What follows belongs to an exercise in optimizing a design on an open flow for small area, a short achievable clock period and few clock cycles; a production flow would make more cautious choices.
Only simulation tests tie the RTL to the original design; equivalence was not proved.
Power is estimated from default activity; no workload was simulated.

**flow/run.sh**
```bash
#!/bin/bash
# synth_recipe.tcl (not shown) runs the flow's synth.tcl, then flattens the netlist and writes it again
# the make line also repeats each setting of config.mk as NAME=value (left out here)
make -C /OpenROAD-flow-scripts/flow DESIGN_CONFIG=/design/flow/config.mk WORK_HOME=/design/flow/orfs CLKGATE_MAP_FILE= SYNTH_SCRIPT=/design/flow/synth_recipe.tcl finish
```
**flow/config.mk**
```make
export PLATFORM = sky130hd
export DESIGN_NAME = huffman
export DESIGN_NICKNAME = huffman
export VERILOG_FILES = /design/flow/design.v
export SDC_FILE = /design/flow/constraint.sdc
export NUM_CORES = 4
export LEC_CHECK = 0
export CAP_MARGIN = 20
export CORE_MARGIN = 2
export CORE_UTILIZATION = 40
export SLEW_MARGIN = 20
```
**flow/constraint.sdc**
```tcl
create_clock -name core_clock -period 6.0 [get_ports {clk}]
set_input_delay 1.2000 -clock core_clock [delete_from_list [all_inputs] [get_ports {clk}]]
set_output_delay 1.2000 -clock core_clock [all_outputs]
set_load 0.01 [all_outputs]
```
**flow/design.v**
```verilog
`timescale 1ns/10ps
module huffman(clk,
               reset,
               gray_valid,
               gray_data,
               CNT_valid,
               CNT1,
               CNT2,
               CNT3,
               CNT4,
               CNT5,
               CNT6,
               code_valid,
               HC1,
               HC2,
               HC3,
               HC4,
               HC5,
               HC6,
               M1,
               M2,
               M3,
               M4,
               M5,
               M6);
    input clk;
    input reset;
    input gray_valid;
    input [7:0] gray_data;
    output reg CNT_valid;
    output [7:0] CNT1, CNT2, CNT3, CNT4, CNT5, CNT6;
    output reg code_valid;
    output [7:0] HC1, HC2, HC3, HC4, HC5, HC6;
    output [7:0] M1, M2, M3, M4, M5, M6;
    reg gv_d;
    reg run;
    reg [6:0] cnt [0:5];
    reg [2:0] pos [0:5];
    reg [4:0] hc  [0:5];
    reg [4:0] mk  [0:5];
    wire active = CNT_valid | run;
    wire [4:0] gt;
    wire [4:0] sw;
    genvar g;
    generate
        for (g = 0; g < 5; g = g + 1) begin : cmp
            assign gt[g] = cnt[g] > cnt[g+1];
            if (g == 0) begin : f
                assign sw[g] = gt[g];
            end else begin : n
                assign sw[g] = gt[g] & ~gt[g-1];
            end
        end
    endgenerate
    wire merge = active & ~|gt;
    wire two_left = (pos[0][2:1] == 2'b00) & (pos[1][2:1] == 2'b00) &
                    (pos[2][2:1] == 2'b00) & (pos[3][2:1] == 2'b00) &
                    (pos[4][2:1] == 2'b00) & (pos[5][2:1] == 2'b00);
    wire last = merge & two_left;
    wire [6:0] sum = cnt[0] + cnt[1];
    always @(posedge clk) begin
        if (reset) begin
            gv_d       <= 1'b0;
            CNT_valid  <= 1'b0;
            run        <= 1'b0;
            code_valid <= 1'b0;
        end else begin
            gv_d       <= gray_valid;
            CNT_valid  <= gv_d & ~gray_valid;
            run        <= active & ~last;
            code_valid <= last;
        end
    end
    integer i;
    always @(posedge clk) begin
        for (i = 0; i < 6; i = i + 1) begin
            if (reset || last)
                cnt[i] <= 7'd0;
            else if (active) begin
                if (merge) begin
                    if (i == 0)
                        cnt[i] <= sum;
                    else if (i == 5)
                        cnt[i] <= 7'h7f;
                    else
                        cnt[i] <= cnt[(i+1)%6];
                end else if (i < 5 && sw[i%5])
                    cnt[i] <= cnt[(i+1)%6];
                else if (i > 0 && sw[(i+4)%5])
                    cnt[i] <= cnt[(i+5)%6];
            end else if (gray_valid && gray_data == 6 - i)
                cnt[i] <= cnt[i] + 7'd1;
        end
    end
    always @(posedge clk) begin
        for (i = 0; i < 6; i = i + 1) begin
            if (gray_valid) begin
                pos[i] <= 3'd5 - i;
                hc[i]  <= 5'd0;
                mk[i]  <= 5'd0;
            end else if (active) begin
                if (merge) begin
                    if (pos[i] != 3'd0)
                        pos[i] <= pos[i] - 3'd1;
                    if (pos[i][2:1] == 2'b00) begin
                        mk[i] <= {mk[i][3:0], 1'b1};
                        if (pos[i][0] == 1'b0)
                            hc[i] <= hc[i] | (~mk[i] & {mk[i][3:0], 1'b1});
                    end
                end else begin
                    if (pos[i] != 3'd5 && sw[pos[i]])
                        pos[i] <= pos[i] + 3'd1;
                    else if (pos[i] != 3'd0 && sw[pos[i] - 3'd1])
                        pos[i] <= pos[i] - 3'd1;
                end
            end
        end
    end
    assign CNT1 = {1'b0, cnt[5]};
    assign CNT2 = {1'b0, cnt[4]};
    assign CNT3 = {1'b0, cnt[3]};
    assign CNT4 = {1'b0, cnt[2]};
    assign CNT5 = {1'b0, cnt[1]};
    assign CNT6 = {1'b0, cnt[0]};
    assign HC1 = {3'b0, hc[0]};
    assign HC2 = {3'b0, hc[1]};
    assign HC3 = {3'b0, hc[2]};
    assign HC4 = {3'b0, hc[3]};
    assign HC5 = {3'b0, hc[4]};
    assign HC6 = {3'b0, hc[5]};
    assign M1 = {3'b0, mk[0]};
    assign M2 = {3'b0, mk[1]};
    assign M3 = {3'b0, mk[2]};
    assign M4 = {3'b0, mk[3]};
    assign M5 = {3'b0, mk[4]};
    assign M6 = {3'b0, mk[5]};
endmodule
```
==> run summary <==
[worst register-to-register path, cell delays in order (launching register included)]
cell                      delay [ps]
sky130_fd_sc_hd__dfxtp_1         470
sky130_fd_sc_hd__inv_1           140
sky130_fd_sc_hd__ha_1            320
sky130_fd_sc_hd__a21oi_1         140
sky130_fd_sc_hd__o21ai_0         140
sky130_fd_sc_hd__o22ai_2         650
sky130_fd_sc_hd__and3_1          450
sky130_fd_sc_hd__and3_1          380
sky130_fd_sc_hd__a21o_1          780
sky130_fd_sc_hd__buf_4           330
sky130_fd_sc_hd__nor2_1           50
[cells by family after synthesis]
logic type      Yosys count  synth area share, %
other cells               1               0.0427
xor+xnor                 14                 1.39
flops                   124                 28.2
compound gates          286                 21.3
simple gates            383                 21.5
mux                      60                 6.94
buf+inv                 187                 10.3
fa+ha+maj                72                 10.3
[stage by stage]
step           instance area (um2)  utilization [%]  std cells  hold WS, ps
2_1_floorplan                 8950                -       1168          438
3_3_place_gp                  9950             45.9       1474          446
3_5_place_dp                  9950             45.9       1474          460
4_1_cts                      10500             48.6       1506          479
5_1_grt                      10500             48.6       1506          494
6_report                     10500             48.6       1506          472
[sequential cells by signal, indices dropped and copies added (netlist names)]
signal      cells
cnt            42
hc             30
mk             30
pos            18
CNT_valid       1
code_valid      1
gv_d            1
run             1
[where the power goes]
part	internal [mW]	leakage [nW]	switching (mW)
clock	0.594	0.288	0.463
sequential	0.845	1.00	0.0448
combinational	0.246	2.67	0.501
[area by class of cell]
cell class	count	area, um2
multi-input cells	857	5570
fillers	2119	11100
clock inverters	15	170
well taps	280	350
flip-flops and latches	124	2480
inverters	88	330
repair buffers	125	1220
clock buffers	17	425
[worst max-delay path by stage]
stage	to	cells after the start	start	slack, ps
after CTS	run$_SDFF_PP0_	10	cnt[4][4]$_SDFFE_PP0P_	2020
final	run$_SDFF_PP0_	10	cnt[4][4]$_SDFFE_PP0P_	2010
after global placement	cnt[3][6]$_SDFFE_PP0P_	7	gray_data[3]	2060
after global routing	run$_SDFF_PP0_	10	cnt[1][4]$_SDFFE_PP0P_	1770
after floorplan	cnt[3][1]$_SDFFE_PP0P_	7	gray_valid	3090
after detailed placement	run$_SDFF_PP0_	10	cnt[1][4]$_SDFFE_PP0P_	2020
[metal layers]
layer	wire, um	vias to the layer above
li1	-	4138
met1	12200	3955
met2	12000	277
met3	1440	36
met4	478	0
met5	0	-
[cell usage in the layout, fill, tap and decap left out, drive strengths merged, types with 4 or more instances in the layout]
cell type	n
dfxtp	124
nor2	123
clkdlybuf4s50	113
inv	98
a21oi	84
ha	71
nand2	70
o21ai	54
mux2i	52
nand3	50
conb	42
a31oi	40
nor3	38
or3	30
a211oi	18
nand4	17
clkbuf	17
and3	13
buf	12
xnor2	11
o22ai	10
o21a	9
nor2b	8
o31ai	8
nor4	8
mux2	8
nand3b	6
nand2b	6
nor3b	5
o21bai	5
o22a	4
o211ai	4
a211o	4
o32ai	4
a311oi	4
o311a	4
a32oi	4
a41oi	4
==> results.cfg <==
[drt]
routed_wirelength_um = 26100
detailroute.via_count = 8406
post_drt_wl_per_cell_um = 17.3
drcViolationCount = 0
via_per_inst = 5.58
antenna_violating_nets_post_route = 0
dr.pass1.iters = 6
first_iter_violations = 473

[setup_path]
rr_endpoint = run$_SDFF_PP0_
endpoint_kind = register
crit_path_max_incr_delay_ps = 770
critical_path.n_buffers_inverters = 2
critical-path-slowest-cell = sky130_fd_sc_hd__a21o_1
worstPathRequired_ps = 6290
cp_top_family = compound AO/OA/AOI/OAI gates
worst-r2r-cell-count = 10
r2r_setup_slack_ps = 2010
timing.critical_path.cells = inv_1 -> ha_1 -> a21oi_1 -> o21ai_0 -> o22ai_2 -> and3_1 -> and3_1 -> a21o_1 -> buf_4 -> nor2_1
critPathKind = register to register
cp_data_arrival_time_ps = 4280
regToRegStartpoint = cnt[4][4]$_SDFFE_PP0P_
timing.critical_path.mode_cell = sky130_fd_sc_hd__and3_1
timing.critical_path.fanout_max = 21
startpoint_type = register

[power]
vdd_ir_drop_max_v = 0.000194
totalPowerFinal_mw = 2.69
power.density_cell_area_nw_per_um2 = 256
cellLeakagePower_nw = 3.96

[sta]
setup_violations = 0
finClkSkew_ps = 12.0
timing.setup.tns_ps = 0
worst_pin_slew_ps = 1040
slew_headroom_pct = 30.8
grt_setup_unrepaired = false
drv_slew = 0
post-route-worst-setup-slack_ps = 2010
hold_violations = 0
fmax_mhz = 250
minimum_clock_period_after_layout_ps = 3990
final_min_period_over_clock_period_pct = 66.5

[synthesis]
synth.top_cells.by_area = sky130_fd_sc_hd__dfxtp_1 28%, sky130_fd_sc_hd__ha_1 10%, sky130_fd_sc_hd__mux2i_1 5.9%
async_reset_ff_share_pct = 0
yosys.cell_count.top_type = sky130_fd_sc_hd__dfxtp_1
ys_top_cells_by_count = 124 x sky130_fd_sc_hd__dfxtp_1, 119 x sky130_fd_sc_hd__nor2_1, 88 x sky130_fd_sc_hd__inv_1, 82 x sky130_fd_sc_hd__a21oi_1, 71 x sky130_fd_sc_hd__ha_1
dominantRegCellSynth = sky130_fd_sc_hd__dfxtp_1
synth-edff-count = 0
synth_largest_type_area_fraction_pct = 28.2
postSynthCellCount = 1127
seq_area_frac_synth_pct = 28.2
post_synth.cell_area_avg_um2 = 7.80
synth.ff_latch_count = 124
yosysWarnings = 5
largest_area_contributor_in_the_netlist = sky130_fd_sc_hd__dfxtp_1
synthesis.area_um2 = 8790
synth_cell_types = 77

[clocking]
clock-root-buffer = sky130_fd_sc_hd__clkbuf_16
cts_hold_buf = 0
total_cts_buffers = 17
max-clock-path-buffers = 2
htreeDepth = 4
tritoncts_num_sinks = 124
cts_post_setup_buffers_inserted = 0
cts_repair_resize_count = 0
clock_transition_time_at_the_flip_flop_clock_pins_of_the_worst_setup_and_hold_paths_ps = 70
clock_latency_ps = 430
cts_tree = yes

[finish]
diodes = 0
num-nets-final = 1296
syn2layout_area_growth_pct = 19.9
share_of_cells_above_drive_strength_1_pct = 6.12

[grt]
global_route.usage.met2_pct = 36.7
grt_pass1_wl_um = 42900
grt_util_met1_pct = 30.2
met3_usage_pct = 3.90
gr-max-usage-layer = met2
largest_net_degree_at_the_start_of_global_routing = 63
overflow_after_grt = 0
grt_antenna_before_repair = 0
grt_pass1_vias = 8032
global_route.usage.total_pct = 22.4

[die]
start_util_pct = 40.5
ioPinCount = 157
dieHeight_um = 152
core-area_um2 = 21700
placementRows = 54
floorplan.die_area_um2 = 23200
die_width_um = 152

[worst_hold_path]
worstHoldPathCells = 2
min-delay-path-class = register to register
hp-start = hc[2][1]$_SDFFE_PP0P_
destination_of_the_worst_hold_path = hc[2][1]$_SDFFE_PP0P_

[placement]
place_ws_ps = 2020
port_buffers = 114
globalplace.congestion = 0.911
dpl.hpwl_um = 18300

[outcome]
status = no timing/DRC/antenna violations

[run]
maxCapViolations = 0
Testbench counts, summed over its fixed seeds: cycles 22,423.

## port drivers added, routing unchanged
The results above use ideal ports. As a check the final layout listed here was re-extracted and re-timed, cells and wires unchanged. Step 1 sets driving cells, clkbuf_16 on the clock port and buf_2 on the other inputs (assumed; they add their load-dependent delay and slew). Step 2 adds t to the input delays and takes it off the output delays; t is the mean of the earliest and latest rising clock arrival at the registers after step 1. Input paths then give back, and output paths get back, about the clock's delay inside the block. Slacks: ideal ports / drivers / drivers and shift; pairs: ideal ports / drivers.
t, ns: 0.475
setup WS [ns]: 2.007 / 2.007 / 1.941
latest minus earliest clock arrival (ns): 0.012 / 0.012
slew at the worst register clock pin (ns): 0.07 / 0.07
worst data-port slew with drivers (ns): 0.05
After both steps setup and hold are still met in this run. For this run, drivers alone change the setup slack by 0.000 ns; drivers and shift together by -0.066 ns.
